This is an optimization exercise on Yosys and OpenROAD, whose aim is small area, a short achievable clock period and few clock cycles per item, not a production implementation. Only simulation tests tie the RTL to the original design; equivalence was not proved. Power figures rest on the tool's default switching activity, not on a simulated workload.

==> tundra: inputs <==
## FIR
module FIR (
	input clk,
	input rst_n,
	input [7:0] data_in,
	input enable,
	input configuration, 
	input config_data_enable,
	output [7:0] data_out,
	output [1:0] overflow_flag, 
	output [0:0] done
);
Settings: LEC_CHECK=0, CAP_MARGIN=20, CORE_MARGIN=2, CORE_UTILIZATION=40, CTS_CLUSTER_DIAMETER=100, CTS_CLUSTER_SIZE=20, SETUP_SLACK_MARGIN=5, SLEW_MARGIN=20; clock period 10.0 ns.
standard.sh (not shown) runs the stock make flow with config.mk's settings and CLKGATE_MAP_FILE= SYNTH_SCRIPT=/design/flow/synth_recipe.tcl, a recipe that flattens the netlist after the stock synthesis.
==> flow/flow/run.sh <==
#!/bin/bash
set -euo pipefail
W=$(pwd)
MARGIN=5.5
make -C "$FLOW_HOME" DESIGN_CONFIG="$FLOW_CONFIG" WORK_HOME="$W/orfs" CLKGATE_MAP_FILE= \
  SYNTH_SCRIPT="$W/synth_recipe.tcl" CAP_MARGIN=20 CORE_MARGIN=2 CORE_UTILIZATION=40 \
  SETUP_SLACK_MARGIN=$MARGIN SLEW_MARGIN=20 finish > "$W/make.log" 2>&1
: # left out here: write the final layout as DEF
==> inputs of nickel, as changes to tundra <==
--- a/flow/design.v
+++ b/flow/design.v
@@ -1100,68 +1100,55 @@
 wire [12:0] ps, pc;
 MAC_group MAC_group_inst (
 	.one0(one0), .one1(one1), .one2(one2), .one3(one3),
 	.two0(two0), .two1(two1), .two2(two2), .two3(two3),
 	.neg0(neg0), .neg1(neg1), .neg2(neg2), .neg3(neg3),
 	.b0(b0), .b1(b1), .b2(b2), .b3(b3),
 	.pin_s(pin_s), .pin_c(pin_c), .ps(ps), .pc(pc));
-reg [12:0] q2;
-always @ (posedge clk) begin
-	if (q2_load) q2 <= p_s + p_c;
-end
-reg [12:1] q_p;
-reg [12:7] q_g;
-reg q_r0, q_c1, q_g1, q_g3, q_g5;
-reg q_g21, q_p21, q_g43, q_p43, q_g65, q_p65;
-wire [12:0] qin_s = tap_num[3] ? q2 : p_s;
-wire [12:0] qin_c = tap_num[3] ? 13'd0 : p_c;
+reg [12:0] q2_s, q2_c;
+reg [12:0] q_g, q_p;
+wire [12:0] qin_s = tap_num[3] ? q2_s : p_s;
+wire [12:0] qin_c = tap_num[3] ? q2_c : p_c;
 wire [12:0] qs, qc;
 wire qcin;
-wire [12:0] qg = qs & qc, qp = qs ^ qc;
 MAC_tap0 MAC_tap0_inst (.h(h_0), .x(data_in), .qin_s(qin_s), .qin_c(qin_c), .qs(qs), .qc(qc), .qcin(qcin));
 always @ (posedge clk) begin
 	if (!rst_n) begin
 		p_s <= 13'd8022;
 		p_c <= 0;
-		q_p <= 0;
+		q2_s <= 0;
+		q2_c <= 0;
 		q_g <= 0;
-		q_r0 <= 0; q_c1 <= 0; q_g1 <= 0; q_g3 <= 0; q_g5 <= 0;
-		q_g21 <= 0; q_p21 <= 0; q_g43 <= 0; q_p43 <= 0; q_g65 <= 0; q_p65 <= 0;
+		q_p <= 0;
 	end else begin
 		if (p_load) begin
 			p_s <= ps;
 			p_c <= pc;
 		end
+		if (q2_load) begin
+			q2_s <= p_s;
+			q2_c <= p_c;
+		end
 		if (q_load) begin
-			q_p <= qp[12:1];
-			q_g <= qg[12:7];
-			q_r0 <= qp[0] ^ qcin;
-			q_c1 <= qg[0] | (qp[0] & qcin);
-			q_g1 <= qg[1]; q_g3 <= qg[3]; q_g5 <= qg[5];
-			q_g21 <= qg[2] | (qp[2] & qg[1]); q_p21 <= qp[2] & qp[1];
-			q_g43 <= qg[4] | (qp[4] & qg[3]); q_p43 <= qp[4] & qp[3];
-			q_g65 <= qg[6] | (qp[6] & qg[5]); q_p65 <= qp[6] & qp[5];
+			q_g <= {qs[12:1] & qc[12:1], (qs[0] & qc[0]) | ((qs[0] ^ qc[0]) & qcin)};
+			q_p <= {qs[12:1] ^ qc[12:1], qs[0] ^ qc[0] ^ qcin};
 		end
 	end
 end
-wire x3 = q_g21 | (q_p21 & q_c1); 
-wire y75 = q_g65 | (q_p65 & q_g43), yp75 = q_p65 & q_p43;
-wire z64 = q_g5 | (q_p[5] & q_g43), zp64 = q_p[5] & q_p43;
-wire [7:0] cy;
-assign cy[0] = 1'b0;
-assign cy[1] = q_c1;
-assign cy[2] = q_g1 | (q_p[1] & q_c1);
-assign cy[3] = x3;
-assign cy[4] = q_g3 | (q_p[3] & x3);
-assign cy[5] = q_g43 | (q_p43 & x3);
-assign cy[6] = z64 | (zp64 & x3);
-assign cy[7] = y75 | (yp75 & x3);
-wire [7:0] r = {q_p[7:1], q_r0} ^ cy;
+wire [6:0] g0 = q_g[6:0];
+wire [6:0] p0 = q_p[6:0];
+wire [6:0] g1 = {g0[6:1] | (p0[6:1] & g0[5:0]), g0[0]};
+wire [6:0] p1 = {p0[6:1] & p0[5:0], p0[0]};
+wire [6:0] g2 = {g1[6:2] | (p1[6:2] & g1[4:0]), g1[1:0]};
+wire [6:0] p2 = {p1[6:2] & p1[4:0], p1[1:0]};
+wire [6:0] g3 = {g2[6:4] | (p2[6:4] & g2[2:0]), g2[3:0]};
+wire [7:0] cy = {g3, 1'b0}; 
+wire [7:0] r = q_p[7:0] ^ cy;
 wire c = cy[7];
-wire [5:0] hx = q_p[12:7], hn = q_g;
+wire [5:0] hx = q_p[12:7], hn = q_g[12:7];
 wire [5:0] ho = hx | hn;
 wire t_is63 = &hx;
 wire t_is0 = !hx[0] && (hx[5:1] == ho[4:0]);
 wire t_is62 = !hx[0] && (hx[1] != ho[0]) && (hx[5:2] == ~hn[4:1]);
 wire ir0 = t_is0 | t_is63; 
 wire ir1 = t_is63 | t_is62; 
 wire hc5_0 = hn[4] | (hx[4] & (hn[3] | (hx[3] & (hn[2] | (hx[2] & (hn[1] | (hx[1] & hn[0])))))));
==> flow/run.sh (new file) <==
#!/bin/bash
# synth_recipe.tcl (not shown) runs the flow's synth.tcl, then flattens the netlist and writes it again
# the make line also repeats each setting of config.mk as NAME=value (left out here)
make -C /OpenROAD-flow-scripts/flow DESIGN_CONFIG=/design/flow/config.mk WORK_HOME=/design/flow/orfs CLKGATE_MAP_FILE= SYNTH_SCRIPT=/design/flow/synth_recipe.tcl finish
CTS_CLUSTER_DIAMETER = 150   (was 100)
CTS_CLUSTER_SIZE = 30   (was 20)
removed: flow/flow/run.sh
removed: flow/standard.sh
==> inputs of onyx, as changes to tundra <==
--- a/flow/design.v
+++ b/flow/design.v
@@ -1104,64 +1104,48 @@
 	.neg0(neg0), .neg1(neg1), .neg2(neg2), .neg3(neg3),
 	.b0(b0), .b1(b1), .b2(b2), .b3(b3),
 	.pin_s(pin_s), .pin_c(pin_c), .ps(ps), .pc(pc));
 reg [12:0] q2;
 always @ (posedge clk) begin
 	if (q2_load) q2 <= p_s + p_c;
 end
-reg [12:1] q_p;
-reg [12:7] q_g;
-reg q_r0, q_c1, q_g1, q_g3, q_g5;
-reg q_g21, q_p21, q_g43, q_p43, q_g65, q_p65;
+reg [12:0] q_g, q_p;
 wire [12:0] qin_s = tap_num[3] ? q2 : p_s;
 wire [12:0] qin_c = tap_num[3] ? 13'd0 : p_c;
 wire [12:0] qs, qc;
 wire qcin;
-wire [12:0] qg = qs & qc, qp = qs ^ qc;
 MAC_tap0 MAC_tap0_inst (.h(h_0), .x(data_in), .qin_s(qin_s), .qin_c(qin_c), .qs(qs), .qc(qc), .qcin(qcin));
 always @ (posedge clk) begin
 	if (!rst_n) begin
 		p_s <= 13'd8022;
 		p_c <= 0;
-		q_p <= 0;
 		q_g <= 0;
-		q_r0 <= 0; q_c1 <= 0; q_g1 <= 0; q_g3 <= 0; q_g5 <= 0;
-		q_g21 <= 0; q_p21 <= 0; q_g43 <= 0; q_p43 <= 0; q_g65 <= 0; q_p65 <= 0;
+		q_p <= 0;
 	end else begin
 		if (p_load) begin
 			p_s <= ps;
 			p_c <= pc;
 		end
 		if (q_load) begin
-			q_p <= qp[12:1];
-			q_g <= qg[12:7];
-			q_r0 <= qp[0] ^ qcin;
-			q_c1 <= qg[0] | (qp[0] & qcin);
-			q_g1 <= qg[1]; q_g3 <= qg[3]; q_g5 <= qg[5];
-			q_g21 <= qg[2] | (qp[2] & qg[1]); q_p21 <= qp[2] & qp[1];
-			q_g43 <= qg[4] | (qp[4] & qg[3]); q_p43 <= qp[4] & qp[3];
-			q_g65 <= qg[6] | (qp[6] & qg[5]); q_p65 <= qp[6] & qp[5];
+			q_g <= {qs[12:1] & qc[12:1], (qs[0] & qc[0]) | ((qs[0] ^ qc[0]) & qcin)};
+			q_p <= {qs[12:1] ^ qc[12:1], qs[0] ^ qc[0] ^ qcin};
 		end
 	end
 end
-wire x3 = q_g21 | (q_p21 & q_c1); 
-wire y75 = q_g65 | (q_p65 & q_g43), yp75 = q_p65 & q_p43;
-wire z64 = q_g5 | (q_p[5] & q_g43), zp64 = q_p[5] & q_p43;
-wire [7:0] cy;
-assign cy[0] = 1'b0;
-assign cy[1] = q_c1;
-assign cy[2] = q_g1 | (q_p[1] & q_c1);
-assign cy[3] = x3;
-assign cy[4] = q_g3 | (q_p[3] & x3);
-assign cy[5] = q_g43 | (q_p43 & x3);
-assign cy[6] = z64 | (zp64 & x3);
-assign cy[7] = y75 | (yp75 & x3);
-wire [7:0] r = {q_p[7:1], q_r0} ^ cy;
+wire [6:0] g0 = q_g[6:0];
+wire [6:0] p0 = q_p[6:0];
+wire [6:0] g1 = {g0[6:1] | (p0[6:1] & g0[5:0]), g0[0]};
+wire [6:0] p1 = {p0[6:1] & p0[5:0], p0[0]};
+wire [6:0] g2 = {g1[6:2] | (p1[6:2] & g1[4:0]), g1[1:0]};
+wire [6:0] p2 = {p1[6:2] & p1[4:0], p1[1:0]};
+wire [6:0] g3 = {g2[6:4] | (p2[6:4] & g2[2:0]), g2[3:0]};
+wire [7:0] cy = {g3, 1'b0}; 
+wire [7:0] r = q_p[7:0] ^ cy;
 wire c = cy[7];
-wire [5:0] hx = q_p[12:7], hn = q_g;
+wire [5:0] hx = q_p[12:7], hn = q_g[12:7];
 wire [5:0] ho = hx | hn;
 wire t_is63 = &hx;
 wire t_is0 = !hx[0] && (hx[5:1] == ho[4:0]);
 wire t_is62 = !hx[0] && (hx[1] != ho[0]) && (hx[5:2] == ~hn[4:1]);
 wire ir0 = t_is0 | t_is63; 
 wire ir1 = t_is63 | t_is62; 
 wire hc5_0 = hn[4] | (hx[4] & (hn[3] | (hx[3] & (hn[2] | (hx[2] & (hn[1] | (hx[1] & hn[0])))))));
==> flow/run.sh (new file) <==
#!/bin/bash
# synth_recipe.tcl (not shown) runs the flow's synth.tcl, then flattens the netlist and writes it again
# the make line also repeats each setting of config.mk as NAME=value (left out here)
make -C /OpenROAD-flow-scripts/flow DESIGN_CONFIG=/design/flow/config.mk WORK_HOME=/design/flow/orfs CLKGATE_MAP_FILE= SYNTH_SCRIPT=/design/flow/synth_recipe.tcl finish
CTS_CLUSTER_DIAMETER = 150   (was 100)
CTS_CLUSTER_SIZE = 30   (was 20)
removed: flow/flow/run.sh
removed: flow/standard.sh
==> results.txt <==
onyx went through all stages and came out clean. nickel ran to the end with no violations. tundra completed without violations. Via count, highest first: tundra, nickel, onyx. Of tundra and nickel, tundra has the higher routed wire length (gap 2.2%, measured against nickel). Between onyx and nickel, the lower synthesized area is in onyx (gap about 0.65%, measured against nickel). In onyx the setup slack is worse than in tundra, by 0.30 ns. Against onyx, the sequential power of nickel is higher by about 2%. Worst hold slack: tundra < nickel < onyx. Against onyx, the maximum frequency of tundra is higher by 6.5%.
==> figures <==
item	tundra	onyx	nickel
# nets final	3202	3171	3223
Wire length per cell	20.4 um	18.8 um	19.8 um
Standard cell core area	64500 um2	63200 um2	64100 um2
Complex-gate fraction of the synthesized area	20.7%	20.1%	19.6%
Die X	260 um	257 um	258 um
Area taken by multi-input logic gates	16800 um2	16000 um2	16000 um2
Estimated wirelength of the detail-placed design	53600 um	50100 um	52100 um
Outcome	complete, no violations	complete, no violations	complete, no violations
Launch instance of the worst register-to-register path	b2[3]	b2[7]	neg2[2]
Crit path buf inv count	3	3	1
Capture point of the critical path	data_out[3]	data_out[0]	data_out[6]
Worst slew margin relative to its limit	29.9%	28.6%	29.9%
Clock latency reported for the late side of the worst-skew pair	0.57 ns	0.55 ns	0.55 ns
Ratio of layout area to synthesized area	1.089x	1.051x	1.053x
Site row count	93	92	93
Testbench counts of tundra, summed over its fixed seeds: cycles 12,191, items 4,800.
Testbench counts of nickel, summed over its fixed seeds: cycles 12,191, items 4,800.
Testbench counts of onyx, summed over its fixed seeds: cycles 12,191, items 4,800.

-- separate check: timing with driven ports --
The results above use ideal ports. As a check the final layouts listed here were re-extracted and re-timed, cells and wires unchanged. Step 1 assumes that a clkbuf_16 drives the clock port and a buf_2 every other input. Step 2 moves the port delays by t, midway between the first and last clock arrival at a register: inputs arrive t later, outputs are due t later. That takes back most of the time a late clock gives input paths. a / b / c = ideal / step 1 / step 2; a / b = the first two.
| run | shift t [ns] | setup slack, ns | worst register clock-pin slew, ns | worst slew at a driven data input, ns | cell pins on the clock port's net |
|---|---|---|---|---|---|
| tundra | 0.615 | 5.403 / 5.346 / 4.931 | 0.09 / 0.09 | 0.09 | 1 |
| nickel | 0.603 | 5.136 / 5.074 / 4.588 | 0.12 / 0.12 | 0.03 | 1 |
| onyx | 0.597 | 5.106 / 5.047 / 4.620 | 0.12 / 0.12 | 0.06 | 1 |
After both steps every run listed still meets setup and hold. The setup slack of nickel, which loses most, moves by -0.062 ns with the drivers and by -0.548 ns with both steps.
